What follows belongs to an exercise in optimizing a design on an open flow for a short achievable clock period and few clock cycles; a production flow would make more cautious choices.
In this exercise RTL edits were held to simulation tests only and were not proved equivalent to the original.
No activity file was given, so power comes from the tool's default toggle rates.

**flow/design.v**
```verilog
module bfcpu_core
(
    input  logic CLK,
    input  logic RES_N,
    output logic        BUS_REQ,
    output logic        BUS_WRITE,
    output logic [15:0] BUS_ADDR,
    output logic [ 7:0] BUS_WDATA,
    input  logic [ 7:0] BUS_RDATA,
    input  logic        BUS_RDY,
    output logic        IO_REQ,
    output logic        IO_WRITE,
    output logic [ 1:0] IO_ADDR,
    output logic [ 7:0] IO_WDATA,
    input  logic [ 7:0] IO_RDATA,
    input  logic        IO_RDY
);
localparam int W     = 8;    
localparam int QD    = 16;   
localparam int AHEAD = 24;   
localparam logic [2:0] OP_GRP  = 3'd0;   
localparam logic [2:0] OP_MV   = 3'd1;   
localparam logic [2:0] OP_ADD  = 3'd2;   
localparam logic [2:0] OP_OUT  = 3'd3;
localparam logic [2:0] OP_IN   = 3'd4;
localparam logic [2:0] OP_BEG  = 3'd5;
localparam logic [2:0] OP_END  = 3'd6;
localparam logic [2:0] OP_RST  = 3'd7;
localparam logic [3:0] ES_RUN  = 4'd0;
localparam logic [3:0] ES_INW  = 4'd1;
localparam logic [3:0] ES_SCAN = 4'd2;
localparam logic [3:0] ES_BCLR = 4'd3;
localparam logic [3:0] ES_BR0  = 4'd4;
localparam logic [3:0] ES_BR1  = 4'd5;
localparam logic [3:0] ES_JF1  = 4'd6;   
localparam logic [3:0] ES_JF2  = 4'd7;
localparam logic [3:0] ES_JF0  = 4'd8;   
localparam logic [1:0] BK_I  = 2'd0;
localparam logic [1:0] BK_D  = 2'd1;
localparam logic [1:0] BK_WB = 2'd2;
function automatic logic [2:0] opclass(input logic [3:0] c);
    case (c)
        4'h0, 4'h1 : opclass = OP_MV;
        4'h2, 4'h3 : opclass = OP_ADD;
        4'h4       : opclass = OP_OUT;
        4'h5       : opclass = OP_IN;
        4'h6       : opclass = OP_BEG;
        4'h7       : opclass = OP_END;
        4'h8       : opclass = OP_RST;
        default    : opclass = OP_GRP;
    endcase
endfunction
function automatic logic [3:0] pop8(input logic [7:0] v);
    logic [1:0] p0, p1, p2, p3;
    logic [2:0] s0, s1;
    p0 = {1'b0, v[0]} + {1'b0, v[1]};
    p1 = {1'b0, v[2]} + {1'b0, v[3]};
    p2 = {1'b0, v[4]} + {1'b0, v[5]};
    p3 = {1'b0, v[6]} + {1'b0, v[7]};
    s0 = {1'b0, p0} + {1'b0, p1};
    s1 = {1'b0, p2} + {1'b0, p3};
    pop8 = {1'b0, s0} + {1'b0, s1};
endfunction
function automatic logic [4:0] sum8(input logic [7:0] p, input logic [7:0] m);
    logic [1:0] t [0:7];
    logic [2:0] u [0:3];
    logic [3:0] v0, v1;
    for (int i = 0; i < 8; i++)
        t[i] = (p[i]) ? 2'b01 : (m[i]) ? 2'b11 : 2'b00;
    for (int i = 0; i < 4; i++)
        u[i] = {t[2*i][1], t[2*i]} + {t[2*i+1][1], t[2*i+1]};
    v0 = {u[0][2], u[0]} + {u[1][2], u[1]};
    v1 = {u[2][2], u[2]} + {u[3][2], u[3]};
    sum8 = {v0[3], v0} + {v1[3], v1};
endfunction
function automatic logic [15:0] therm(input logic [3:0] n);
    for (int i = 0; i < 16; i++)
        therm[i] = (n > i);
endfunction
function automatic logic [7:0] por8(input logic [7:0] v);
    logic [7:0] r;
    r = v;
    for (int i = 0; i < 8; i++) if (i % 2 == 1)        r[i] = r[i] | r[i - 1];
    for (int i = 0; i < 8; i++) if ((i / 2) % 2 == 1)  r[i] = r[i] | r[(i / 4) * 4 + 1];
    for (int i = 0; i < 8; i++) if (i >= 4)            r[i] = r[i] | r[3];
    por8 = r;
endfunction
function automatic logic [39:0] psum8(input logic [7:0] p, input logic [7:0] m);
    logic [4:0] r [0:7];
    for (int i = 0; i < 8; i++)
        r[i] = (p[i]) ? 5'd1 : (m[i]) ? 5'h1f : 5'd0;
    for (int i = 0; i < 8; i++) if (i % 2 == 1)        r[i] = r[i] + r[i - 1];
    for (int i = 0; i < 8; i++) if ((i / 2) % 2 == 1)  r[i] = r[i] + r[(i / 4) * 4 + 1];
    for (int i = 0; i < 8; i++) if (i >= 4)            r[i] = r[i] + r[3];
    for (int i = 0; i < 8; i++)
        psum8[5*i +: 5] = r[i];
endfunction
function automatic logic [7:0] sx8(input logic [4:0] v);
    sx8 = {{3{v[4]}}, v};
endfunction
logic [63:0]  ic_data [0:63];
logic [5:0]   ic_tag  [0:63];
logic [63:0]  ic_lv;             
logic [511:0] ic_bv;             
logic [7:0]   dmem    [0:127];
logic [127:0] dz;                
logic [7:0]   dc_tag  [0:15];
logic [15:0]  dc_lv;
logic [127:0] dc_bv;
logic [15:0]  dc_dirty;
logic [63:0]  jt_v;
logic [9:0]   jt_tag [0:63];
logic [15:0]  jt_tgt [0:63];
logic [31:0]  jt_pay [0:63];    
logic [12:0] fp;                 
logic [4*QD-1:0] q;              
logic [QD-1:0] qv;               
logic [4:0]  qn;                 
always_comb
begin
    qn = 5'd0;
    for (int i = 0; i < QD; i++)
        if (qv[i])
            qn = i[4:0] + 5'd1;
end
logic [2:0]  qoff;               
logic [15:0] pc_d;               
logic        e_v;
logic [2:0]  e_op;
logic [7:0]  e_aamt;             
logic [7:0]  e_naamt;            
logic [3:0]  e_mp, e_mm;         
logic        e_hasa;
logic        e_hasm;
logic [15:0] e_pc;
logic        e_jh;
logic [15:0] e_jt;
logic [31:0] e_pay;              
logic [15:0] e_jnx;              
logic [31:0] e_fq;               
logic [3:0]  e_fqn;
logic [15:0] e_fnx;              
logic [3:0]  es;
logic [14:0] ptr;
logic [7:0]  acc;
logic        acc_z;              
logic        acc_v;
logic        acc_d;
logic        in_got;
logic [7:0]  in_data;
logic        sc_fwd;
logic [15:0] sc_ind;
logic [15:0] sc_bpc;
logic        sc_chv;             
logic        sr_v;               
logic [31:0] sr_ch;
logic [12:0] sr_fp;
logic [31:0] sc_ch;
logic [12:0] sc_chfp;
logic [2:0]  sc_j;               
logic        sc_first;           
logic [7:0]  sc_isc;             
logic [44:0] sc_pre;             
logic [15:0] sc_t;               
logic [31:0] jf_a;
logic        io_req_q;
logic        io_wr_q;
logic [1:0]  io_addr_q;
logic [7:0]  io_wdata_q;
logic        io_rpend;
logic        pf_en;
logic [11:0] pf_line;
logic        b_busy;
logic [1:0]  b_kind;
logic [5:0]  b_idx;
logic [3:0]  b_cnt;
logic [3:0]  b_rcnt;
logic        bus_req_q;
logic        bus_wr_q;
logic [15:0] bus_addr_q;
logic [7:0]  bus_wdata_q;
logic        rp_v;
logic        rp_d;
logic [5:0]  rp_idx;
logic [2:0]  rp_off;
logic        rv_q;
logic        rv_d;
logic [5:0]  rv_idx;
logic [2:0]  rv_off;
logic [7:0]  rv_data;
assign BUS_REQ   = bus_req_q;
assign BUS_WRITE = bus_wr_q;
assign BUS_ADDR  = bus_addr_q;
assign BUS_WDATA = bus_wdata_q;
assign IO_REQ    = io_req_q;
assign IO_WRITE  = io_wr_q;
assign IO_ADDR   = io_addr_q;
assign IO_WDATA  = io_wdata_q;
logic [11:0] f_line;
logic [5:0]  f_idx;
logic        f_lhit;
logic        f_hit;
logic [31:0] f_chunk;
assign f_line  = fp[12:1];
assign f_idx   = f_line[5:0];
assign f_lhit  = ic_lv[f_idx] & (ic_tag[f_idx] == f_line[11:6]);
assign f_hit   = f_lhit & (&ic_bv[{f_idx, fp[0], 2'b00} +: 4]);
assign f_chunk = (fp[0]) ? ic_data[f_idx][63:32] : ic_data[f_idx][31:0];
logic [2:0]  d_op;
logic [3:0]  d_ap, d_am, d_mp, d_mm;
logic [7:0]  d_aamt;
logic        d_hasa;
logic        d_hasm;
logic [3:0]  d_len;
logic        d_valid;
logic [W-1:0] d_th;        
logic [W:1]   d_l1h;       
always_comb
begin
    logic [3:0]   n;
    logic [W-1:0] isn, ism, isa, sg, okk, cont, mvb, t;
    logic [W-1:0] oaa, om;
    logic         haa, hm;
    logic         grp;
    for (int i = 0; i < W; i++)
    begin
        n      = q[4*i +: 4];
        isn[i] = (n[3] & (n[2:0] != 3'b000));
        ism[i] = (n[3:1] == 3'b000);
        isa[i] = (n[3:1] == 3'b001);
        sg[i]  = n[0];
    end
    t    = por8(ism);
    mvb  = {t[W-2:0], 1'b0};
    okk  = qv[W-1:0] & (isn | ism | (isa & ~mvb));
    cont = ~por8(~okk);
    grp  = isn[0] | ism[0] | isa[0];
    d_th = (grp) ? cont : {{(W-1){1'b0}}, 1'b1};
    for (int k = 1; k <= W; k++)
        d_l1h[k] = d_th[k-1] & ((k == W) ? 1'b1 : ~d_th[k]);
    d_len = 4'd0;
    for (int k = 1; k <= W; k++)
        if (d_l1h[k])
            d_len = d_len | k[3:0];
    d_ap = pop8(d_th & isa & ~sg);
    d_am = pop8(d_th & isa &  sg);
    d_mp = pop8(d_th & ism & ~sg);
    d_mm = pop8(d_th & ism &  sg);
    d_aamt = {4'h0, d_ap} - {4'h0, d_am};
    oaa = por8(isa);
    om  = por8(ism);
    haa = 1'b0; hm = 1'b0;
    for (int k = 1; k <= W; k++)
    begin
        haa = haa | (d_l1h[k] & oaa[k-1]);
        hm  = hm  | (d_l1h[k] & om[k-1]);
    end
    d_hasm  = hm;
    d_hasa  = haa;
    d_op    = (grp) ? OP_GRP : opclass(q[3:0]);
    d_valid = qv[0];
end
logic [15:0] d_pcn;
logic [15:0] d_fnx;
always_comb
begin
    d_pcn = 16'h0000;
    for (int k = 1; k <= W; k++)
        d_pcn = d_pcn | ((d_l1h[k]) ? pc_d + k[15:0] : 16'h0000);
    d_fnx = (qv[8]) ? pc_d + 16'd9 : 16'h0000;
    for (int k = 1; k <= 8; k++)
        d_fnx = d_fnx | ((qv[k-1] & ~qv[k]) ? pc_d + k[15:0] : 16'h0000);
end
logic        d_jh;
logic [15:0] d_jt;
assign d_jh = jt_v[pc_d[5:0]] & (jt_tag[pc_d[5:0]] == pc_d[15:6]);
assign d_jt = jt_tgt[pc_d[5:0]];
logic [31:0] d_jpay;
logic [3:0]  d_fqn;
assign d_jpay = jt_pay[pc_d[5:0]];
assign d_fqn  = (qv[8]) ? 4'd8 : qn[3:0] - 4'd1;
logic [3:0]  pidx;
logic        dhit;
logic        dline;
logic [7:0]  dval;
logic [7:0]  cur;
logic        cur_ok;
logic        cur_z;
logic [7:0]  am_val;
assign pidx   = ptr[6:3];
assign dline  = dc_lv[pidx] & (dc_tag[pidx] == ptr[14:7]);
assign dhit   = dline & dc_bv[ptr[6:0]];
assign dval   = dmem[ptr[6:0]];
assign cur    = (acc_v) ? acc : dval;
assign cur_ok = acc_v | dhit;
assign cur_z  = (acc_v) ? acc_z : dz[ptr[6:0]];
assign am_val = cur + e_aamt;
logic am_z;
assign am_z = (cur == e_naamt);
logic        grp_p1;       
assign grp_p1 = ~e_hasa | cur_ok;
logic        sc_fast;
logic        sc_found;
logic        sc_last;        
logic [15:0] sc_tgt;         
logic [15:0] sc_ind_nx;
logic [2:0]  sc_j_nx;
logic [7:0]  sl_isc;
logic [44:0] sl_pre;
logic        sc_adv;         
logic        sr_mv;          
assign sc_adv = ~sc_chv | (sc_last & ~sc_found);
assign sr_mv  = ~sr_v | sc_adv;
always_comb
begin
    logic [3:0] c;
    logic [7:0] act, iso;
    logic [7:0] lt;
    for (int k = 0; k < 8; k++)
    begin
        c         = (sc_fwd) ? sr_ch[4*k +: 4] : sr_ch[4*(7-k) +: 4];
        act[k]    = ~sc_first | ((sc_fwd) ? (k[2:0] >= sc_j) : ((3'd7 - k[2:0]) <= sc_j));
        sl_isc[k] = act[k] & (c == ((sc_fwd) ? 4'h7 : 4'h6));
        iso[k]    = act[k] & (c == ((sc_fwd) ? 4'h6 : 4'h7));
    end
    for (int k = 0; k <= 8; k++)
    begin
        lt = (k == 8) ? 8'hff : ((8'd1 << k) - 8'd1);
        sl_pre[5*k +: 5] = {1'b0, pop8(iso & lt)} - {1'b0, pop8(sl_isc & lt)};
    end
end
always_comb
begin
    logic [2:0] fk;
    logic       f8;
    logic [3:0] c1;
    logic       f1;
    logic [4:0] pk;
    f8 = 1'b0;
    fk = 3'd0;
    for (int k = 7; k >= 0; k--)
    begin
        pk = sc_pre[5*k +: 5];
        if (sc_isc[k] & (sc_ind[15:4] == 12'd0) & ({1'b0, sc_ind[3:0]} == 5'd0 - pk))
        begin
            f8 = 1'b1;
            fk = k[2:0];
        end
    end
    sc_fast = (sc_ind < 16'h7ff0);
    c1 = sc_ch[4*sc_j +: 4];
    f1 = (sc_ind == 16'h0000) & (c1 == ((sc_fwd) ? 4'h7 : 4'h6));
    if (sc_fast)
    begin
        sc_found  = f8;
        sc_tgt    = {sc_chfp, ((sc_fwd) ? fk : 3'd7 - fk)};
        sc_ind_nx = sc_ind + {{11{sc_pre[44]}}, sc_pre[44:40]};
        sc_last   = 1'b1;
        sc_j_nx   = (sc_fwd) ? 3'd0 : 3'd7;
    end
    else
    begin
        sc_found  = f1;
        sc_tgt    = {sc_chfp, sc_j};
        sc_ind_nx = sc_ind;
        if (~sc_ind[15] & (|sc_ind[14:0]) & (c1 == ((sc_fwd) ? 4'h7 : 4'h6)))
            sc_ind_nx = sc_ind - 16'd1;
        else if (c1 == ((sc_fwd) ? 4'h6 : 4'h7))
            sc_ind_nx = sc_ind + 16'd1;
        sc_last   = (sc_fwd) ? (sc_j == 3'd7) : (sc_j == 3'd0);
        sc_j_nx   = (sc_fwd) ? sc_j + 3'd1 : sc_j - 3'd1;
    end
end
logic        e_done;       
logic        redir;        
logic [15:0] redir_pc;
logic        squash;       
logic        d_hold;       
logic        need_d;       
logic        io_post;
logic        io_post_rd;
logic [1:0]  io_post_addr;
logic [7:0]  io_post_data;
logic        acc_wb;       
logic        am_wr;        
logic        clr_wr;       
logic        jt_wr;
logic        sc_start;
logic        sc_done;
logic        redir_pay;    
logic [31:0] redir_q;
logic [3:0]  redir_qn;
logic [15:0] redir_nx;     
logic [31:0] jf_pay;
assign jf_pay = {f_chunk, jf_a} >> {sc_t[2:0], 2'b00};
logic [15:0] sc_t1;
assign sc_t1 = sc_t + 16'd1;
logic [15:0] sc_pos;       
assign sc_pos = (e_op == OP_BEG) ? e_pc + 16'd1 : e_pc - 16'd1;
always_comb
begin
    e_done       = 1'b0;
    redir        = 1'b0;
    redir_pc     = 16'h0000;
    squash       = 1'b0;
    need_d       = 1'b0;
    io_post      = 1'b0;
    io_post_rd   = 1'b0;
    io_post_addr = 2'b00;
    io_post_data = cur;
    acc_wb       = 1'b0;
    am_wr        = 1'b0;
    clr_wr       = 1'b0;
    jt_wr        = 1'b0;
    sc_start     = 1'b0;
    sc_done      = 1'b0;
    redir_pay    = 1'b0;
    redir_q      = e_pay;
    redir_qn     = 4'd8;
    redir_nx     = e_jnx;
    d_hold       = (es != ES_RUN) & (es != ES_INW);
    case (es)
        ES_RUN :
        if (e_v)
        begin
            case (e_op)
                OP_GRP : begin
                    e_done = grp_p1;
                    need_d = e_hasa & ~cur_ok;
                    am_wr  = e_hasa & e_hasm & cur_ok;
                    acc_wb = ~e_hasa & e_hasm & acc_v & acc_d;
                end
                OP_OUT : begin
                    need_d  = ~cur_ok;
                    e_done  = cur_ok & ~io_req_q;
                    io_post = e_done;
                end
                OP_IN : begin
                    io_post    = ~io_req_q & ~io_rpend;
                    io_post_rd = 1'b1;
                end
                OP_BEG : begin
                    need_d = ~cur_ok;
                    e_done = cur_ok;
                    if (cur_ok & cur_z)
                    begin
                        squash = 1'b1;
                        if (e_jh)
                        begin
                            redir     = 1'b1;
                            redir_pc  = e_jt;
                            redir_pay = 1'b1;
                        end
                        else
                            sc_start = 1'b1;
                    end
                end
                OP_END : begin
                    need_d = ~cur_ok;
                    e_done = cur_ok;
                    if (cur_ok & ~cur_z & ~e_jh)
                    begin
                        squash   = 1'b1;
                        sc_start = 1'b1;
                    end
                    else if (cur_ok & cur_z & e_jh)
                    begin
                        squash    = 1'b1;
                        redir     = 1'b1;
                        redir_pc  = e_pc + 16'd1;
                        redir_pay = 1'b1;
                        redir_q   = e_fq;
                        redir_qn  = e_fqn;
                        redir_nx  = e_fnx;
                    end
                end
                OP_RST : begin
                    e_done   = 1'b1;
                    squash   = 1'b1;
                    redir    = 1'b1;
                    redir_pc = 16'h0000;
                    acc_wb   = acc_v & acc_d;
                end
                default : e_done = 1'b1;
            endcase
        end
        ES_INW : begin
            need_d = ~cur_ok;
            e_done = in_got & cur_ok;
        end
        ES_SCAN : sc_done = sc_chv & sc_found;
        ES_JF2 : begin
            if (f_hit)
            begin
                jt_wr     = 1'b1;
                redir     = 1'b1;
                redir_pc  = sc_t;
                redir_pay = 1'b1;
                redir_q   = jf_pay;
                redir_nx  = {sc_t[15:3] + 13'd1, sc_t[2:0]};
            end
        end
        ES_BCLR : begin
            need_d = ~dhit;
            clr_wr = dhit;
        end
        ES_BR0, ES_BR1 : begin
            need_d       = ~dhit;
            io_post      = dhit & ~io_req_q;
            io_post_addr = (es == ES_BR0) ? 2'b10 : 2'b11;
            io_post_data = dval;
        end
        default : ;
    endcase
end
logic d_fire;
logic d_jump;
assign d_fire = d_valid & ~d_hold & ~squash & (~e_v | e_done);
assign d_jump = d_fire & (d_op == OP_END) & d_jh;
logic        f_app;
logic [31:0] f_chs;
logic [4*(QD+W)-1:0] q_app;    
logic [4*QD-1:0] q_sh;         
logic [QD+W-1:0] qv_app;
logic [QD-1:0]   qv_sh;
assign f_app  = f_hit & ~qv[8] & (es != ES_SCAN) & (es != ES_JF0) & (es != ES_JF1) & (es != ES_JF2);
assign f_chs  = f_chunk >> {qoff, 2'b00};
logic [4:0]  qn_full;                 
logic [QD-1:0] app_mask;               
logic [8:0]  qoh;                      
assign qn_full = qn + 5'd8 - {2'b00, qoff};
always_comb
begin
    for (int i = 0; i < QD; i++)
        app_mask[i] = ~qv[i] & (i < qn_full);
    qoh[0] = ~qv[0];
    for (int j = 1; j <= 8; j++)
        qoh[j] = qv[j-1] & ~qv[j];
end
always_comb
begin
    q_app = {{(4*W){1'b1}}, q};
    for (int i = 0; i < QD; i++)
        for (int j = 0; j <= 8; j++)
            if (qoh[j] & (i >= j) & (i < j + 8))
                q_app[4*i +: 4] = f_chs[4*(i - j) +: 4];
    qv_app = {{W{1'b0}}, qv};
    for (int i = 0; i < QD; i++)
        if (f_app & app_mask[i])
            qv_app[i] = 1'b1;
    for (int i = 0; i < QD; i++)
    begin
        qv_sh[i] = (d_fire) ? 1'b0 : qv_app[i];
        for (int k = 1; k <= W; k++)
            if (d_fire & d_l1h[k])
                qv_sh[i] = qv_sh[i] | qv_app[i+k];
    end
    for (int i = 0; i < QD; i++)
    begin
        q_sh[4*i +: 4] = (d_fire) ? 4'h0 : q_app[4*i +: 4];
        for (int k = 1; k <= W; k++)
            if (d_fire & d_l1h[k])
                q_sh[4*i +: 4] = q_sh[4*i +: 4] | q_app[4*(i+k) +: 4];
    end
end
always_ff @(posedge CLK, negedge RES_N)
begin
    if (~RES_N)
    begin
        fp    <= 13'h0000;
        q     <= {(4*QD){1'b1}};
        qv    <= {QD{1'b0}};
        qoff  <= 3'd0;
        pc_d  <= 16'h0000;
    end
    else if (redir | sc_start | sc_done)
    begin
        qv    <= {QD{1'b0}};
        if (sc_start)
            fp <= sc_pos[15:3];
        else if (redir_pay)
        begin
            q[31:0] <= redir_q;
            qv      <= therm(redir_qn);
            fp      <= redir_nx[15:3];
            qoff    <= redir_nx[2:0];
            pc_d    <= redir_pc;
        end
        else
        begin
            fp   <= redir_pc[15:3];
            qoff <= redir_pc[2:0];
            pc_d <= redir_pc;
        end
    end
    else if (d_jump)
    begin
        q[31:0] <= d_jpay;
        qv      <= {{(QD-8){1'b0}}, 8'hff};
        fp      <= d_jt[15:3] + 13'd1;
        qoff    <= d_jt[2:0];
        pc_d    <= d_jt;
    end
    else if (es == ES_JF0)
        fp <= sc_t1[15:3];
    else if (es == ES_JF1)
    begin
        if (f_hit)
            fp <= fp + 13'd1;
    end
    else if (es == ES_SCAN)
    begin
        if (f_hit & sr_mv)
            fp <= (sc_fwd) ? fp + 13'd1 : fp - 13'd1;
    end
    else
    begin
        if (d_fire)
        begin
            pc_d  <= d_pcn;
        end
        q  <= q_sh;
        qv <= qv_sh;
        if (f_app)
        begin
            qoff <= 3'd0;
            fp   <= fp + 13'd1;
        end
    end
end
always_ff @(posedge CLK, negedge RES_N)
begin
    if (~RES_N)
    begin
        e_v     <= 1'b0;
        e_op    <= OP_GRP;
        e_aamt  <= 8'h00;
        e_naamt <= 8'h00;
        e_mp    <= 4'h0;
        e_mm    <= 4'h0;
        e_hasa  <= 1'b0;
        e_hasm  <= 1'b0;
        e_pc    <= 16'h0000;
        e_jh    <= 1'b0;
        e_jt    <= 16'h0000;
        e_pay   <= 32'h0;
        e_jnx   <= 16'h0000;
        e_fq    <= 32'h0;
        e_fqn   <= 4'd0;
        e_fnx   <= 16'h0000;
        sc_t    <= 16'h0000;
        jf_a    <= 32'h0;
        es      <= ES_BCLR;
        ptr     <= 15'h0000;
        acc     <= 8'h00;
        acc_z   <= 1'b1;
        acc_v   <= 1'b0;
        acc_d   <= 1'b0;
        in_got  <= 1'b0;
        in_data <= 8'h00;
        sc_fwd  <= 1'b0;
        sc_ind  <= 16'h0000;
        sc_bpc  <= 16'h0000;
        sc_chv  <= 1'b0;
        sr_v    <= 1'b0;
        sr_ch   <= 32'h0;
        sr_fp   <= 13'h0000;
        sc_ch   <= 32'h0;
        sc_chfp <= 13'h0000;
        sc_j    <= 3'd0;
        sc_first <= 1'b0;
        sc_isc  <= 8'h00;
        sc_pre  <= 45'h0;
    end
    else
    begin
        if (d_fire)
        begin
            e_v    <= 1'b1;
            e_op   <= d_op;
            e_aamt <= d_aamt;
            e_naamt <= {4'h0, d_am} - {4'h0, d_ap};
            e_mp   <= d_mp;
            e_mm   <= d_mm;
            e_hasa <= d_hasa;
            e_hasm <= d_hasm;
            e_pc   <= pc_d;
            e_jh   <= d_jh;
            e_jt   <= d_jt;
            e_pay  <= d_jpay;
            e_jnx  <= {d_jt[15:3] + 13'd1, d_jt[2:0]};
            e_fq   <= q[35:4];
            e_fqn  <= d_fqn;
            e_fnx  <= d_fnx;
        end
        else if (e_done | squash)
            e_v <= 1'b0;
        if (io_rpend & IO_RDY)
        begin
            in_got  <= 1'b1;
            in_data <= IO_RDATA;
        end
        case (es)
            ES_RUN : if (e_v)
            begin
                case (e_op)
                    OP_GRP : if (e_hasm)
                    begin
                        if (grp_p1)
                        begin
                            ptr   <= ptr + {11'h000, e_mp} - {11'h000, e_mm};
                            acc_v <= 1'b0;
                            acc_d <= 1'b0;
                        end
                    end
                    else if (e_hasa & cur_ok)
                    begin
                        acc   <= am_val;
                        acc_z <= am_z;
                        acc_v <= 1'b1;
                        acc_d <= 1'b1;
                    end
                    OP_OUT, OP_BEG, OP_END : if (cur_ok)
                    begin
                        acc   <= cur;
                        acc_z <= cur_z;
                        acc_v <= 1'b1;
                    end
                    OP_IN : if (io_post)
                    begin
                        es     <= ES_INW;
                        in_got <= 1'b0;
                    end
                    OP_RST : begin
                        es    <= ES_BCLR;
                        ptr   <= 15'h0000;
                        acc_v <= 1'b0;
                        acc_d <= 1'b0;
                    end
                    default : ;
                endcase
                if (sc_start)
                begin
                    es     <= ES_SCAN;
                    sc_fwd <= (e_op == OP_BEG);
                    sc_ind <= 16'h0000;
                    sc_bpc <= e_pc;
                    sc_chv <= 1'b0;
                    sr_v   <= 1'b0;
                    sc_j   <= sc_pos[2:0];
                    sc_first <= 1'b1;
                end
            end
            ES_INW : if (e_done)
            begin
                es    <= ES_RUN;
                acc   <= in_data;
                acc_z <= (in_data == 8'h00);
                acc_v <= 1'b1;
                acc_d <= 1'b1;
            end
            ES_SCAN : begin
                if (sc_chv)
                begin
                    sc_ind <= sc_ind_nx;
                    sc_j   <= sc_j_nx;
                end
                if (sc_chv & sc_found)
                begin
                    es   <= ES_JF0;
                    sc_t <= sc_tgt;
                end
                else
                begin
                    if (sc_adv)
                    begin
                        sc_chv  <= sr_v;
                        sc_ch   <= sr_ch;
                        sc_chfp <= sr_fp;
                        sc_isc  <= sl_isc;
                        sc_pre  <= sl_pre;
                        if (sr_v)
                            sc_first <= 1'b0;
                    end
                    if (sr_mv)
                    begin
                        sr_v  <= f_hit;
                        sr_ch <= f_chunk;
                        sr_fp <= fp;
                    end
                end
            end
            ES_JF0 : begin
                sc_t <= sc_t1;
                es   <= ES_JF1;
            end
            ES_JF1 : if (f_hit)
            begin
                jf_a <= f_chunk;
                es   <= ES_JF2;
            end
            ES_JF2 : if (f_hit)
                es <= ES_RUN;
            ES_BCLR : if (dhit)
            begin
                if (ptr == 15'h001d)
                    es <= ES_BR0;
                ptr <= ptr + 15'd1;
            end
            ES_BR0 : if (io_post)
            begin
                es  <= ES_BR1;
                ptr <= ptr + 15'd1;
            end
            ES_BR1 : if (io_post)
            begin
                es    <= ES_RUN;
                ptr   <= 15'h0000;
                acc_v <= 1'b0;
                acc_d <= 1'b0;
            end
            default : es <= ES_BCLR;
        endcase
    end
end
logic        jw_v;
logic [15:0] jw_pc;
logic [15:0] jw_tgt;
logic [31:0] jw_pay;
always_ff @(posedge CLK, negedge RES_N)
begin
    if (~RES_N)
    begin
        jt_v   <= 64'h0;
        jw_v   <= 1'b0;
        jw_pc  <= 16'h0000;
        jw_tgt <= 16'h0000;
        jw_pay <= 32'h0;
    end
    else
    begin
        jw_v   <= jt_wr;
        jw_pc  <= sc_bpc;
        jw_tgt <= sc_t;
        jw_pay <= jf_pay;
        if (jw_v)
            jt_v[jw_pc[5:0]] <= 1'b1;
    end
end
always_ff @(posedge CLK)
begin
    if (jw_v)
    begin
        jt_tag[jw_pc[5:0]] <= jw_pc[15:6];
        jt_tgt[jw_pc[5:0]] <= jw_tgt;
        jt_pay[jw_pc[5:0]] <= jw_pay;
    end
end
always_ff @(posedge CLK, negedge RES_N)
begin
    if (~RES_N)
    begin
        io_req_q   <= 1'b0;
        io_wr_q    <= 1'b0;
        io_addr_q  <= 2'b00;
        io_wdata_q <= 8'h00;
        io_rpend   <= 1'b0;
    end
    else
    begin
        if (io_post)
        begin
            io_req_q   <= 1'b1;
            io_wr_q    <= ~io_post_rd;
            io_addr_q  <= io_post_addr;
            io_wdata_q <= io_post_data;
        end
        else if (io_req_q & IO_RDY)
            io_req_q <= 1'b0;
        if (io_req_q & IO_RDY & ~io_wr_q)
            io_rpend <= 1'b1;
        else if (IO_RDY)
            io_rpend <= 1'b0;
    end
end
logic        b_acc;
logic        b_resp;
logic        b_start;
logic [1:0]  b_start_kind;
logic [5:0]  b_start_idx;
logic [15:0] b_start_addr;
logic        ic_alloc;
logic        dc_alloc;
logic        bw_start;
logic [1:0]  bw_kind;
logic [5:0]  bw_idx;
logic [15:0] bw_addr;
logic        bw_ic;
logic        bw_dc;
logic        bq_v;
logic [1:0]  bq_kind;
logic [5:0]  bq_idx;
logic [15:0] bq_addr;
logic        bq_ic;
logic        bq_dc;
assign b_start      = bq_v;
assign b_start_kind = bq_kind;
assign b_start_idx  = bq_idx;
assign b_start_addr = bq_addr;
assign ic_alloc     = bq_v & bq_ic;
assign dc_alloc     = bq_v & bq_dc;
logic [11:0] cur_line;
logic [11:0] pf_dist;
logic        cur_alloc;
logic        pf_alloc;
assign b_acc  = bus_req_q & BUS_RDY;
assign b_resp = rp_v & BUS_RDY;
assign cur_line  = f_line;
assign pf_dist   = pf_line - cur_line;
assign cur_alloc = f_lhit;
assign pf_alloc  = ic_lv[pf_line[5:0]] & (ic_tag[pf_line[5:0]] == pf_line[11:6]);
always_comb
begin
    bw_start      = 1'b0;
    bw_kind = BK_I;
    bw_idx  = {2'b00, pidx};
    bw_addr = 16'h0000;
    bw_ic     = 1'b0;
    bw_dc     = 1'b0;
    if (~b_busy & ~bq_v)
    begin
        if (need_d & ~dline)
        begin
            bw_start = 1'b1;
            if (dc_lv[pidx] & dc_dirty[pidx])
            begin
                bw_kind = BK_WB;
                bw_addr = {1'b1, dc_tag[pidx], pidx, 3'b000};
            end
            else
            begin
                bw_kind = BK_D;
                bw_addr = {1'b1, ptr[14:0]};
                bw_dc     = 1'b1;
            end
        end
        else if (pf_en & ~pf_alloc & (pf_dist < AHEAD) & (cur_alloc | (pf_dist == 12'd0)))
        begin
            bw_start      = 1'b1;
            bw_kind = BK_I;
            bw_idx  = pf_line[5:0];
            bw_addr = {1'b0, pf_line, 3'b000};
            bw_ic     = 1'b1;
        end
    end
end
always_ff @(posedge CLK, negedge RES_N)
begin
    if (~RES_N)
    begin
        pf_en       <= 1'b0;
        pf_line     <= 12'h000;
        b_busy      <= 1'b0;
        bq_v        <= 1'b0;
        bq_kind     <= BK_I;
        bq_idx      <= 6'd0;
        bq_addr     <= 16'h0000;
        bq_ic       <= 1'b0;
        bq_dc       <= 1'b0;
        b_kind      <= BK_I;
        b_idx       <= 6'd0;
        b_cnt       <= 4'd0;
        b_rcnt      <= 4'd0;
        bus_req_q   <= 1'b0;
        bus_wr_q    <= 1'b0;
        bus_addr_q  <= 16'h0000;
        bus_wdata_q <= 8'h00;
        rp_v        <= 1'b0;
        rp_d        <= 1'b0;
        rp_idx      <= 6'd0;
        rp_off      <= 3'd0;
        rv_q        <= 1'b0;
        rv_d        <= 1'b0;
        rv_idx      <= 6'd0;
        rv_off      <= 3'd0;
        rv_data     <= 8'h00;
    end
    else
    begin
        if (io_req_q & IO_RDY & io_wr_q & (io_addr_q == 2'b11))
            pf_en <= 1'b1;
        else if (es == ES_BCLR)
            pf_en <= 1'b0;
        if (bw_start & bw_ic)
            pf_line <= pf_line + 12'd1;
        else if (~cur_alloc | (pf_dist[11:6] != 6'd0))
            pf_line <= cur_line;
        else if ((pf_dist < AHEAD) & pf_alloc)
            pf_line <= pf_line + 12'd1;
        bq_v    <= bw_start;
        bq_kind <= bw_kind;
        bq_idx  <= bw_idx;
        bq_addr <= bw_addr;
        bq_ic   <= bw_ic;
        bq_dc   <= bw_dc;
        if (b_start)
        begin
            b_busy      <= 1'b1;
            b_kind      <= b_start_kind;
            b_idx       <= b_start_idx;
            b_cnt       <= 4'd0;
            b_rcnt      <= 4'd0;
            bus_req_q   <= 1'b1;
            bus_wr_q    <= (b_start_kind == BK_WB);
            bus_addr_q  <= b_start_addr;
            bus_wdata_q <= dmem[{b_start_idx[3:0], 3'b000}];
        end
        else if (b_acc)
        begin
            b_cnt <= b_cnt + 4'd1;
            if (b_cnt[2:0] == 3'd7)
                bus_req_q <= 1'b0;
            bus_addr_q[2:0] <= bus_addr_q[2:0] + 3'd1;
            bus_wdata_q     <= dmem[{b_idx[3:0], b_cnt[2:0] + 3'd1}];
            if (bus_wr_q & (b_cnt[2:0] == 3'd7))
                b_busy <= 1'b0;
        end
        if (b_acc & ~bus_wr_q)
        begin
            rp_v   <= 1'b1;
            rp_d   <= (b_kind == BK_D);
            rp_idx <= b_idx;
            rp_off <= bus_addr_q[2:0];
        end
        else if (BUS_RDY)
            rp_v <= 1'b0;
        rv_q <= b_resp;
        if (b_resp)
        begin
            rv_d    <= rp_d;
            rv_idx  <= rp_idx;
            rv_off  <= rp_off;
            rv_data <= BUS_RDATA;
            b_rcnt  <= b_rcnt + 4'd1;
            if (b_rcnt[2:0] == 3'd7)
                b_busy <= 1'b0;
        end
    end
end
always_ff @(posedge CLK, negedge RES_N)
begin
    if (~RES_N)
    begin
        ic_lv    <= 64'h0;
        ic_bv    <= 512'h0;
        dc_lv    <= 16'h0;
        dc_bv    <= 128'h0;
        dc_dirty <= 16'h0;
    end
    else
    begin
        if (rv_q & ~rv_d)
            ic_bv[{rv_idx, rv_off}] <= 1'b1;
        if (rv_q & rv_d)
            dc_bv[{rv_idx[3:0], rv_off}] <= 1'b1;
        if (ic_alloc)
        begin
            ic_lv[b_start_idx]        <= 1'b1;
            ic_bv[b_start_idx*8 +: 8] <= 8'h00;
        end
        if (dc_alloc)
        begin
            dc_lv[b_start_idx[3:0]]        <= 1'b1;
            dc_bv[b_start_idx[3:0]*8 +: 8] <= 8'h00;
            dc_dirty[b_start_idx[3:0]]     <= 1'b0;
        end
        if (b_start & (b_start_kind == BK_WB))
            dc_dirty[b_start_idx[3:0]] <= 1'b0;
        if (acc_wb | am_wr | clr_wr)
            dc_dirty[pidx] <= 1'b1;
    end
end
always_ff @(posedge CLK)
begin
    if (ic_alloc)
        ic_tag[b_start_idx] <= b_start_addr[14:9];
    if (dc_alloc)
        dc_tag[b_start_idx[3:0]] <= b_start_addr[14:7];
    if (rv_q & ~rv_d)
        ic_data[rv_idx][rv_off*8 +: 8] <= rv_data;
end
always_ff @(posedge CLK)
begin
    if (rv_q & rv_d)
    begin
        dmem[{rv_idx[3:0], rv_off}] <= rv_data;
        dz[{rv_idx[3:0], rv_off}]   <= (rv_data == 8'h00);
    end
    if (acc_wb)
    begin
        dmem[ptr[6:0]] <= acc;
        dz[ptr[6:0]]   <= acc_z;
    end
    else if (am_wr)
    begin
        dmem[ptr[6:0]] <= am_val;
        dz[ptr[6:0]]   <= am_z;
    end
    else if (clr_wr)
    begin
        dmem[ptr[6:0]] <= 8'h00;
        dz[ptr[6:0]]   <= 1'b1;
    end
end
endmodule
```
**flow/run.sh**
```bash
#!/bin/bash
# synth_recipe.tcl (not shown) runs the flow's synth.tcl, then flattens the netlist and writes it again
# the make line also repeats each setting of config.mk as NAME=value (left out here)
make -C /OpenROAD-flow-scripts/flow DESIGN_CONFIG=/design/flow/config.mk WORK_HOME=/design/flow/orfs CLKGATE_MAP_FILE= SYNTH_SCRIPT=/design/flow/synth_recipe.tcl finish
```
**flow/config.mk**
```make
export PLATFORM = sky130hd
export DESIGN_NAME = bfcpu_core
export DESIGN_NICKNAME = bfcpu_core
export VERILOG_FILES = /design/flow/design.v
export SDC_FILE = /design/flow/constraint.sdc
export NUM_CORES = 4
export LEC_CHECK = 0
export ABC_CLOCK_PERIOD_IN_PS = 4000
export CAP_MARGIN = 20
export CORE_MARGIN = 2
export CORE_UTILIZATION = 40
export MIN_ROUTING_LAYER = met2
export SETUP_SLACK_MARGIN = 4
export SLEW_MARGIN = 20
export TNS_END_PERCENT = 5
```
**flow/constraint.sdc**
```tcl
create_clock -name core_clock -period 10.0 [get_ports {CLK}]
set_input_delay 2.0000 -clock core_clock [delete_from_list [all_inputs] [get_ports {CLK}]]
set_output_delay 2.0000 -clock core_clock [all_outputs]
set_load 0.01 [all_outputs]
```
==> summary.md, run 1 <==
| Metric | Value |
|---|---|
| Outcome | did not finish |
| Halt Stage | global routing |
| Stop Error | [ERROR GRT-0232] Routing congestion too high. Check the congestion heatmap in the GUI. |
| Total gr overflow | 1 |
| Total Routing Usage GR | 48.6% |
| Top Ports | 58 |
| Chip width | ~1100 um |
| Post-DP Area | 502000 um^2 |
| Starting Density | 40.1% |
| CTS H-tree lvls | 7 |
| Yosys warnings | 73 |
| Async set-reset flop share out of synthesis | 13.7% |
| Synth Register Bits | 11.0k |
| Core Rows | 402 |
| I/O Buffers | 57 |
| Library cells used by synthesis | 135 |
| Syn Nets | between 30k and 40k |
| Syn Std Cell Area | 480000 um^2 |
| CTS buffer count | ~1.3k |
| Largest net degree at the start of global routing | 137 |
| Top FF cell, synth | edfxtp_1 |
| Seq/Total Area, Yosys | 66.9% |
| Final GP Congestion | 1.03 |
| Die H | about 1100 um |
| Syn_area_per_cell | approximately 16 um^2 |
| CTS Hold Bufs | 0 |
| CTS root buffer | clkbuf_16 |
| Gate Count Post-Synth | about 30k |
| # clock sinks | 11.0k |
| Number of enable flip-flop cells after synthesis | 9344 |
| Hpwl dp | 1190000 um |
| Maximum root-to-sink buffer count | 6 |
==> kinds of logic after synthesis <==
kind of cell,Yosys count,synth area share (%)
AOI/OAI and AO/OA,6159,8.13
xor gates and xnor gates,256,0.467
adders and majority gates,253,0.746
buffers and inverters,2547,2.41
DFF,11000,66.9
muxes,3808,15.2
and+or+nand+nor,6893,6.12
==> power groups by stage <==
stage          sequential (mW)  clock, mW  combinational [mW]
3_3_place_gp              53.0          0                11.4
2_1_floorplan             52.5          0                6.77
4_1_cts                   52.1       45.2                11.6
3_5_place_dp              53.0          0                11.5
==> what timing repair did <==
action,in CTS
gates cloned,45
pin swaps,62
resized for setup,411
endpoints found under the setup margin,2532
setup buffers,206
==> Yosys cell counts, types with 75 or more instances <==
cell | count | area share, %
buf_4 | 128 | 0.20
a31oi_1 | 133 | 0.17
edfxtp_1 | 9344 | 58
and2_1 | 140 | 0.18
o21ai_0 | 1949 | 2.0
o31ai_1 | 76 | 0.12
clkbuf_1 | 1409 | 1.1
o22ai_1 | 224 | 0.29
mux2_2 | 318 | 0.75
ha_1 | 198 | 0.52
a22o_1 | 168 | 0.31
xnor2_1 | 171 | 0.31
o21bai_1 | 152 | 0.24
inv_1 | 257 | 0.20
nand2b_1 | 86 | 0.11
mux4_2 | 2725 | 13
a21oi_1 | 1460 | 1.5
mux2i_1 | 735 | 1.5
nor3_1 | 216 | 0.23
a221oi_1 | 221 | 0.40
nand2_1 | 3082 | 2.4
o211ai_1 | 135 | 0.21
nor2_1 | 2345 | 1.8
a22oi_1 | 714 | 1.1
a211oi_1 | 99 | 0.15
nand4_1 | 203 | 0.26
nor4_1 | 75 | 0.098
buf_2 | 383 | 0.40
dfrtp_1 | 1443 | 7.5
and3_1 | 113 | 0.15
dfxtp_1 | 128 | 0.53
o221ai_1 | 122 | 0.22
nor2b_1 | 84 | 0.11
nand3_1 | 291 | 0.30
buf_1 | 241 | 0.19
xor2_1 | 85 | 0.16
==> per-layer routing <==
layer	overflow	global-route usage (%)
met1	-	-
met2	1	53.3
met3	0	58.9
met4	0	23.7
met5	0	39.1
==> how the worst max path moves through the flow <==
stage	depth (start not counted)	slack, ns	end
after floorplan	31	4.03	dmem[64][7]$_DFFE_PP_
after global placement	17	1.74	q[10]$_DFFE_PN1P_
after detailed placement	15	1.88	q[3]$_DFFE_PN1P_
after CTS	13	3.75	fp[10]$_DFFE_PN0P_
==> stage by stage <==
stage	setup slack (ns)	cells	hold slack, ns
after CTS	3.75	48200	0.375
after floorplan	4.03	30900	0.349
after detailed placement	1.88	45800	0.361
after global placement	1.74	45800	0.357
Testbench counts, summed over its fixed seeds: cycles 95,149.
==> run 2, diff against run 1 <==
--- a/flow/config.mk
+++ b/flow/config.mk
@@ -8,8 +8,8 @@
 export ABC_CLOCK_PERIOD_IN_PS = 4000
 export CAP_MARGIN = 20
 export CORE_MARGIN = 2
-export CORE_UTILIZATION = 40
-export MIN_ROUTING_LAYER = met2
+export CORE_UTILIZATION = 30
+export PLACE_DENSITY = 0.4
 export SETUP_SLACK_MARGIN = 4
 export SLEW_MARGIN = 20
 export TNS_END_PERCENT = 5
==> summary.md, run 2 <==
| Metric | Value |
|---|---|
| Outcome | finished clean (was did not finish) |
| Syn Nets | 31.2k (unchanged) |
| Fill cell count | 152k |
| Async set-reset flop share out of synthesis | 13.7% (unchanged) |
| Hold path start | sc_bpc[8]$_DFFE_PN0P_ |
| Fmax | 158 MHz |
| Hpwl dp | 1290000 um (was 1190000 um) |
| Top Ports | 58 (unchanged) |
| Total gr overflow | 0 |
| Number of enable flip-flop cells after synthesis | 9344 (unchanged) |
| Total Routing Usage GR | 24.8% |
| Post-synth top area share | 58.5% (unchanged) |
| Slack of the critical path | 3.65 ns |
| Worst Reg2Reg Path Length in Cells | 18 |
| CP Cell Sequence | buf_12 > buf_12 > and2_1 > buf_4 > a22oi_1 > a221oi_1 > a31oi_1 > nor4_1 > a211oi_4 > a21o_1 > o31ai_1 > o21a_2 > or3_4 > nor2_4 > buf_4 > a222oi_1 > a21boi_0 > o21ai_0 |
| Peak supply drop | 0.000364 V |
| Final nets | 31.8k |
| Post-synth top cells | 9344 x edfxtp_1, 3082 x nand2_1, 2725 x mux4_2 (unchanged) |
| Top FF cell, synth | edfxtp_1 (unchanged) |
| Final Hold Vio Count | 0 |
| Final Critical Period | roughly 6.3 ns |
| Fin Hold WS | 0.373 ns |
| CP delay by family, top | compound AO/OA/AOI/OAI gates |
| Worst Path Buf+Inv | 4 |
| Unrepaired setup endpoints after global routing | yes |
| Hold Crit Class | register to register |
| CTS H-tree lvls | 7 (unchanged) |
| Via/cell ratio | roughly 5.8 |
| Skew-Pair Late Insertion Delay | 1.37 ns |
| Final GP Congestion | 0.927 (was 1.03) |
| Cell with the most instances after synthesis | edfxtp_1 (unchanged) |
| Reg2reg end | pc_d[14]$_DFFE_PN0P_ |
| Max FO, Critical Path | 38 |
| First-pass GRT wire length | 2760000 um |
| CP arrival | about 7.5 ns |
| Synth Register Bits | 11.0k (unchanged) |
| Library cells used by synthesis | 135 (unchanged) |
| Max-Cap Viols | 0 |
| CTS root buffer | clkbuf_16 (unchanged) |
| Detailed Route Iter0 Violations | 42.1k |
| Yosys warnings | 73 (unchanged) |
| Maximum root-to-sink buffer count | 6 (unchanged) |
| Vias in the first global route | between 300k and 400k |
| Worst slew margin relative to its limit | 9.68% |
| Final WL | 2060000 um |
| Max Slew Vio Count | 0 |
| Most frequent cells in the layout | 9344 x edfxtp_1, 2999 x nand2_1, 2725 x mux4_2 |
| ANT nets after route | 0 |
| Gate Count Post-Synth | 30.9k (unchanged) |
| Reg clk slew, reported paths | approximately 0.060 ns |
| Starting Density | 30.1% (was 40.1%) |
| Overall power | between 100 and 150 mW |
| Hold path cells | 0 |
| CP Launch Type | register |
| Register area | 321000 um^2 |
| Syn Std Cell Area | 480000 um^2 (unchanged) |
| Pleak | 173 nW |
| Largest register FFs | 4096 |
| CP max stage cell | a222oi_1 |
| Share of layout cells above drive strength 1 | 22.6% |
| Syn_area_per_cell | 15.5 um^2 (unchanged) |
| # clock sinks | 11.0k (unchanged) |
| Wire per inst | 38.3 um |
| CTS tree | built |
| Critical path class | register to register |
| Die H | 1270 um (was 1100 um) |
| Worst-margin pin slew | 1.34 ns |
| Hold endpoint | jw_pc[8]$_DFF_PN0_ |
| Setup TNS | 0 ns |
| Multi-input logic area | 151000 um^2 |
| Skew final | ~0.13 ns |
| Max stage delay on crit path | 1.00 ns |
| Layout area overhead | 16.1% |
| Chip width | 1270 um (was 1100 um) |
| Initial antenna violation count | 257 |
| Setup violators final | 0 |
| Worst slack, placed | 2.22 ns (was 1.88 ns) |
| Ranking of synthesized cells by area | edfxtp_1 58%, mux4_2 13%, dfrtp_1 7.5%, nand2_1 2.4%, o21ai_0 2.0% (unchanged) |
| Core outline area | 1600000 um^2 |
| R2R Setup Slk | 3.65 ns |
| Seq/Total Area, Yosys | 66.9% (unchanged) |
| Power per cell area | 201 nW/um^2 |
| Via count of the routed design | just over 300k |
| Most common cell after layout, fill and taps aside | edfxtp_1 |
| Die area | 1610000 um^2 |
| I/O Buffers | 57 (unchanged) |
| Drt drc | 0 |
| DRT Pass-1 Iters | 10 |
| Most flops, register | ic_data |
| Largest net degree at the start of global routing | 186 |
| Final worst path period share | 63.5% |
| Post-synth top area cell | edfxtp_1 (unchanged) |
| CP Capture Type | register |
| Worst R2R Start | ptr[0]$_DFFE_PN0P_ |
| CTS Hold Bufs | 0 (unchanged) |
| Core Rows | 464 (was 402) |
| WP data required | 11.19 ns |
| CTS buffer count | 1360 (was 1256) |
-- run 2: cell counts after synthesis --
No cell type changed its count.
-- run 2: routing by layer --
layer | GRT usage, % | wire length (um) | part of all wire [%]
met1 | 34.5 | 869000 | 42
met2 | 38.4 | 934000 | 45
met3 | 5.15 | 175000 | 8.5
met4 | 9.17 | 85800 | 4.2
met5 | 0 | 439 | 0.021
-- run 2: cell families after synthesis --
kind of cell	synth area share (%)
simple gates	6.12
buf+inv	2.41
fa+ha+maj	0.746
mux	15.2
compound gates	8.13
flops	66.9
xor+xnor	0.467
-- run 2: worst max-delay path by stage --
stage	endpoint	depth (start not counted)	slack, ns	from
2_1_floorplan	dmem[64][7]$_DFFE_PP_	31	4.03	ptr[1]$_DFFE_PN0P_
3_5_place_dp	fp[6]$_DFFE_PN0P_	16	2.22	ptr[1]$_DFFE_PN0P_
6_report	pc_d[14]$_DFFE_PN0P_	18	3.65	ptr[0]$_DFFE_PN0P_
3_3_place_gp	q[19]$_DFFE_PN1P_	16	1.74	fp[4]$_DFFE_PN0P_
5_1_grt	dmem[64][7]$_DFFE_PP_	28	3.69	ptr[0]$_DFFE_PN0P_
4_1_cts	e_naamt[2]$_DFFE_PN0P_	18	3.52	q[10]$_DFFE_PN1P_
-- run 2: power breakdown --
part | switching, mW | internal, mW | leakage, nW
Sequential | 0.515 | 51.4 | 99.5
Clock | 19.7 | 27.6 | 20.3
Combinational | 8.65 | 3.87 | 53.5
Total | 28.9 | 82.9 | 173
-- run 2: what timing repair did --
item	CTS	global route
setup endpoints to repair	2579	1538
resized for setup	397	180
gates cloned	35	10
setup buffers	156	55
pin swaps	53	28
-- run 2: layout make-up --
| type | count | share of cell area [%] |
|---|---|---|
| Multi-Input combinational cell | 17400 | 27.1 |
| Clock buffer | 1791 | 6.63 |
| Clock inverter | 570 | 0.822 |
| Antenna cell | 201 | 0.0902 |
| Tap cell | 21200 | 4.76 |
| Sequential cell | 11000 | 57.7 |
| Timing Repair Buffer | 1490 | 2.70 |
| Inverter | 277 | 0.200 |
| Timing Repair inverter | 1 | 0.00157 |
-- run 2: per-stage QoR --
step / utilization [%] / area, um^2 / cells
floorplan: - / 480000 / 30900
global placement: 31.9 / 509000 / 51100
detailed placement: 31.9 / 509000 / 51100
CTS: 34.8 / 555000 / 53600
global route: 34.9 / 557000 / 53800
finish: 34.9 / 557000 / 53900
==> run 3, diff against run 2 <==
--- a/flow/design.v
+++ b/flow/design.v
@@ -108,10 +108,10 @@
 logic [15:0]  dc_lv;
 logic [127:0] dc_bv;
 logic [15:0]  dc_dirty;
-logic [63:0]  jt_v;
-logic [9:0]   jt_tag [0:63];
-logic [15:0]  jt_tgt [0:63];
-logic [31:0]  jt_pay [0:63];    
+logic [31:0]  jt_v;
+logic [10:0]  jt_tag [0:31];
+logic [15:0]  jt_tgt [0:31];
+logic [31:0]  jt_pay [0:31];    
 logic [12:0] fp;                 
 logic [4*QD-1:0] q;              
 logic [QD-1:0] qv;               
@@ -273,11 +273,11 @@
 end
 logic        d_jh;
 logic [15:0] d_jt;
-assign d_jh = jt_v[pc_d[5:0]] & (jt_tag[pc_d[5:0]] == pc_d[15:6]);
-assign d_jt = jt_tgt[pc_d[5:0]];
+assign d_jh = jt_v[pc_d[4:0]] & (jt_tag[pc_d[4:0]] == pc_d[15:5]);
+assign d_jt = jt_tgt[pc_d[4:0]];
 logic [31:0] d_jpay;
 logic [3:0]  d_fqn;
-assign d_jpay = jt_pay[pc_d[5:0]];
+assign d_jpay = jt_pay[pc_d[4:0]];
 assign d_fqn  = (qv[8]) ? 4'd8 : qn[3:0] - 4'd1;
 logic [3:0]  pidx;
 logic        dhit;
@@ -831,7 +831,7 @@
 begin
     if (~RES_N)
     begin
-        jt_v   <= 64'h0;
+        jt_v   <= 32'h0;
         jw_v   <= 1'b0;
         jw_pc  <= 16'h0000;
         jw_tgt <= 16'h0000;
@@ -844,16 +844,16 @@
         jw_tgt <= sc_t;
         jw_pay <= jf_pay;
         if (jw_v)
-            jt_v[jw_pc[5:0]] <= 1'b1;
+            jt_v[jw_pc[4:0]] <= 1'b1;
     end
 end
 always_ff @(posedge CLK)
 begin
     if (jw_v)
     begin
-        jt_tag[jw_pc[5:0]] <= jw_pc[15:6];
-        jt_tgt[jw_pc[5:0]] <= jw_tgt;
-        jt_pay[jw_pc[5:0]] <= jw_pay;
+        jt_tag[jw_pc[4:0]] <= jw_pc[15:5];
+        jt_tgt[jw_pc[4:0]] <= jw_tgt;
+        jt_pay[jw_pc[4:0]] <= jw_pay;
     end
 end
 always_ff @(posedge CLK, negedge RES_N)
==> summary.md, run 3 <==
| Metric | Value |
|---|---|
| Outcome | finished clean (unchanged) |
| Cell with the most instances after synthesis | edfxtp_1 (unchanged) |
| Crit path depth | 15 (was 18) |
| Detailed Route Iter0 Violations | 38.6k (was 42.1k) |
| CTS Hold Bufs | 0 (unchanged) |
| R2R Setup Slk | 3.42 ns (was 3.65 ns) |
| Skew-Pair Late Insertion Delay | 1.31 ns (was 1.37 ns) |
| CP max stage cell | dfrtp_4 (was a222oi_1) |
| Gate Count Post-Synth | 28.1k (was 30.9k) |
| # clock sinks | 9126 (was 11.0k) |
| Chip width | 1170 um (was 1270 um) |
| Syn Std Cell Area | 410000 um^2 (was 480000 um^2) |
| Most flops, register | ic_data (unchanged) |
| Fin cells | 47.6k (was 53.9k) |
| Reg clk slew, reported paths | 0.06 ns (about the same) |
| Worst Path Buf+Inv | 3 (was 4) |
| First-pass GRT wire length | 2450000 um (was 2760000 um) |
| CP arrival | 7.73 ns (was 7.53 ns) |
| Setup TNS | 0 ns (unchanged) |
| Max FO, Critical Path | 65 (was 38) |
| Ranking of synthesized cells by area | edfxtp_1 55%, mux4_2 12%, dfrtp_1 8.6%, o21ai_0 2.6%, nand2_1 2.6% (was edfxtp_1 58%, mux4_2 13%, dfrtp_1 7.5%, nand2_1 2.4%, o21ai_0 2.0%) |
| Post-synth top area share | 55.1% (was 58.5%) |
| Vias in the first global route | 268k (was 303k) |
| Post-synth top area cell | edfxtp_1 (unchanged) |
| Via/cell ratio | 5.85 (was 5.77) |
| Final WL | 1840000 um (was 2060000 um) |
| Most common cell after layout, fill and taps aside | edfxtp_1 (unchanged) |
| Post-DP Area | 435000 um^2 (was 509000 um^2) |
| Worst Reg2Reg Path Length in Cells | 15 (was 18) |
| Unrepaired setup endpoints after global routing | yes (unchanged) |
| Post-synth top cells | 7520 x edfxtp_1, 2793 x nand2_1, 2293 x nor2_1 (was 9344 x edfxtp_1, 3082 x nand2_1, 2725 x mux4_2) |
| Synth Register Bits | 9126 (was 11.0k) |
| Total gr overflow | 0 (unchanged) |
| Seq/Total Area, Yosys | 64.8% (was 66.9%) |
| CP Cell Sequence | buf_12 > nand2_8 > buf_4 > buf_4 > a21oi_1 > or4_1 > and2_1 > a221o_1 > o21ai_0 > nor2_1 > o31ai_1 > nand2_2 > a22o_1 > nor4_4 > o22ai_1 (was buf_12 > buf_12 > and2_1 > buf_4 > a22oi_1 > a221oi_1 > a31oi_1 > nor4_1 > a211oi_4 > a21o_1 > o31ai_1 > o21a_2 > or3_4 > nor2_4 > buf_4 > a222oi_1 > a21boi_0 > o21ai_0) |
| Placed Cells | 45.2k (was 51.1k) |
| Peak supply drop | 0.000302 V (was 0.000364 V) |
| I/O Buffers | 57 (unchanged) |
| Die area | 1380000 um^2 (was 1610000 um^2) |
| Largest register FFs | 4096 (unchanged) |
| CP Launch Type | register (unchanged) |
| Wire per inst | 38.7 um (was 38.3 um) |
| Setup crit end | q[31]$_DFFE_PN1P_ (was pc_d[14]$_DFFE_PN0P_) |
| Pleak | 155 nW (was 173 nW) |
| Power per cell area | 220 nW/um^2 (was 201 nW/um^2) |
| ANT nets after route | 0 (unchanged) |
| WP data required | 11.15 ns (was 11.19 ns) |
| Final Cell Area | 478000 um^2 (was 557000 um^2) |
| Async set-reset flop share out of synthesis | 16.2% (was 13.7%) |
| Crit path top cell by count | buf_4 |
| Final worst path period share | 65.8% (was 63.5%) |
| Starting Density | 30.1% (about the same) |
| Library cells used by synthesis | 142 (was 135) |
| Final GP Congestion | 0.936 (was 0.927) |
| Total Routing Usage GR | 25.9% (was 24.8%) |
| Top Ports | 58 (unchanged) |
| Final nets | 28.8k (was 31.8k) |
| Share of layout cells above drive strength 1 | 22.1% (was 22.6%) |
| Max stage delay on crit path | 0.65 ns (was 1.00 ns) |
| Final Critical Period | 6.58 ns (was 6.35 ns) |
| Largest net degree at the start of global routing | 142 (was 186) |
| Most frequent cells in the layout | 7520 x edfxtp_1, 2733 x nand2_1, 2144 x nor2_1 (was 9344 x edfxtp_1, 2999 x nand2_1, 2725 x mux4_2) |
| CTS root buffer | clkbuf_16 (unchanged) |
| Final Hold Vio Count | 0 (unchanged) |
| Fmax | 152 MHz (was 158 MHz) |
| Critical path class | register to register (unchanged) |
| Reg2reg end | q[31]$_DFFE_PN1P_ (was pc_d[14]$_DFFE_PN0P_) |
| CTS H-tree lvls | 7 (unchanged) |
| Core Rows | 429 (was 464) |
| Worst slew margin relative to its limit | 12.6% (was 9.68%) |
| Hold Crit Class | register to register (unchanged) |
| Setup violators final | 0 (unchanged) |
| CP delay by family, top | simple AND/OR/NAND/NOR gates (was compound AO/OA/AOI/OAI gates) |
| CTS buffer count | 1147 (was 1360) |
| Via count of the routed design | 278k (was 311k) |
| Hpwl dp | 1180000 um (was 1290000 um) |
| Drt drc | 0 (unchanged) |
| Top FF cell, synth | edfxtp_1 (unchanged) |
| Initial antenna violation count | 214 (was 257) |
| Syn Nets | 28.3k (was 31.2k) |
| CP Capture Type | register (unchanged) |
| Core outline area | 1360000 um^2 (was 1600000 um^2) |
| Worst R2R Start | fp[6]$_DFFE_PN0P_ (was ptr[0]$_DFFE_PN0P_) |
| CTS tree | built (unchanged) |
| Max-Cap Viols | 0 (unchanged) |
| Worst-margin pin slew | 1.30 ns (was 1.34 ns) |
| CP startpoint | fp[6]$_DFFE_PN0P_ (was ptr[0]$_DFFE_PN0P_) |
| Maximum root-to-sink buffer count | 6 (unchanged) |
| Syn_area_per_cell | 14.6 um^2 (was 15.5 um^2) |
| Max Slew Vio Count | 0 (unchanged) |
| Layout area overhead | 16.6% (was 16.1%) |
| Die H | 1170 um (was 1270 um) |
| Yosys warnings | 73 (unchanged) |
| Number of enable flip-flop cells after synthesis | 7520 (was 9344) |
| DRT Pass-1 Iters | 10 (unchanged) |
| Skew final | 0.118 ns (was 0.133 ns) |
## run 3: metrics by stage
step                setup WS (ns)  power [mW]  hold slack [ns]  util [%]
floorplan                    4.04        55.9            0.352         -
global placement             1.15        64.8            0.359      31.9
detailed placement           1.88        65.0            0.361      31.9
CTS                          3.59         105            0.376      34.9
global route                 3.54         108            0.379      35.0
finish                       3.42         105            0.370      35.0
## run 3: logic make-up after synthesis
kind of cell	after synthesis	share of synthesized area [%]
XOR/XNOR	265	0.566
adder cells (fa/ha/maj)	255	0.879
buffers and inverters	2376	2.64
multiplexers	3283	14.8
flip-flops	9126	64.8
AO/OA/AOI/OAI	6163	9.42
AND/OR/NAND/NOR	6583	6.91
## run 3: how the worst min path moves through the flow
stage                                      from                    to  slack [ns]  depth (start not counted)
after floorplan            sc_t[10]$_DFFE_PN0P_  jw_tgt[10]$_DFF_PN0_        0.35                          0
after global placement    sc_bpc[5]$_DFFE_PN0P_    jw_pc[5]$_DFF_PN0_        0.36                          0
after detailed placement  sc_bpc[6]$_DFFE_PN0P_    jw_pc[6]$_DFF_PN0_        0.36                          0
after CTS                 sc_bpc[2]$_DFFE_PN0P_    jw_pc[2]$_DFF_PN0_        0.38                          0
after global routing      sc_bpc[2]$_DFFE_PN0P_    jw_pc[2]$_DFF_PN0_        0.38                          0
final                     sc_bpc[2]$_DFFE_PN0P_    jw_pc[2]$_DFF_PN0_        0.37                          0
## run 3: final cells by class
| class | count | area (um^2) |
|---|---|---|
| Fill cell | 131000 | 886000 |
| Sequential cell | 9126 | 266000 |
| Multi-Input combinational cell | 16600 | 138000 |
| Clock buffer | 1487 | 31100 |
| Tap cell | 18100 | 22600 |
| Timing Repair Buffer | 1451 | 14900 |
| Clock inverter | 454 | 3910 |
| Inverter | 279 | 1130 |
| Antenna cell | 147 | 368 |
| Timing Repair inverter | 1 | 11.3 |
## run 3: repair_timing
item / 4_1_cts / 5_1_grt
pin swaps: 49 / 46
setup endpoints to repair: 2505 / 1794
buffers inserted: 195 / 50
gates cloned: 46 / 16
resized for setup: 602 / 262
## run 3: worst reg2reg max path: stages, from the launching register on
cell and delay (ns):
dfrtp_4 0.65, buf_12 0.27, nand2_8 0.92, buf_4 0.57, buf_4 0.42, a21oi_1 0.07
or4_1 0.63, and2_1 0.39, a221o_1 0.52, o21ai_0 0.20, nor2_1 0.06, o31ai_1 0.47
nand2_2 0.23, a22o_1 0.32, nor4_4 0.57, o22ai_1 0.18
## run 3: layer usage
layer	track usage [%]	vias to the layer above	share of wire, %
li1	-	111000	-
met1	36.0	149000	42
met2	39.4	15200	44
met3	6.10	3287	9.5
met4	9.44	67	4.3
met5	0.320	-	0.059
## run 3: power by group
group	switching [mW]	internal, mW
combinational	14.1	6.73
sequential	1.22	43.2
clock	16.5	23.5
total	31.8	73.5
Testbench counts of run 3, summed over its fixed seeds: cycles 96,460.

-- what the ideal ports hide --
The results above use ideal ports. As a check the final layouts listed here were re-extracted and re-timed, cells and wires unchanged.
Step 1, drivers: a clkbuf_16 drives CLK and a buf_2 each remaining input, both assumed.
Step 2 moves the port delays by t, midway between the first and last clock arrival at a register: inputs arrive t later, outputs are due t later. That takes back most of the time a late clock gives input paths.
Three values: ideal, step 1, step 2; two values: the first two.
run	t (ns)	setup WS [ns]	clock arrival spread, ns	pins driven straight from the clock port
run 2	1.470	3.651 / 3.651 / 3.651	0.151 / 0.150	1
run 3	1.442	3.417 / 3.417 / 3.417	0.144 / 0.143	1
After both steps every run listed still meets setup and hold.
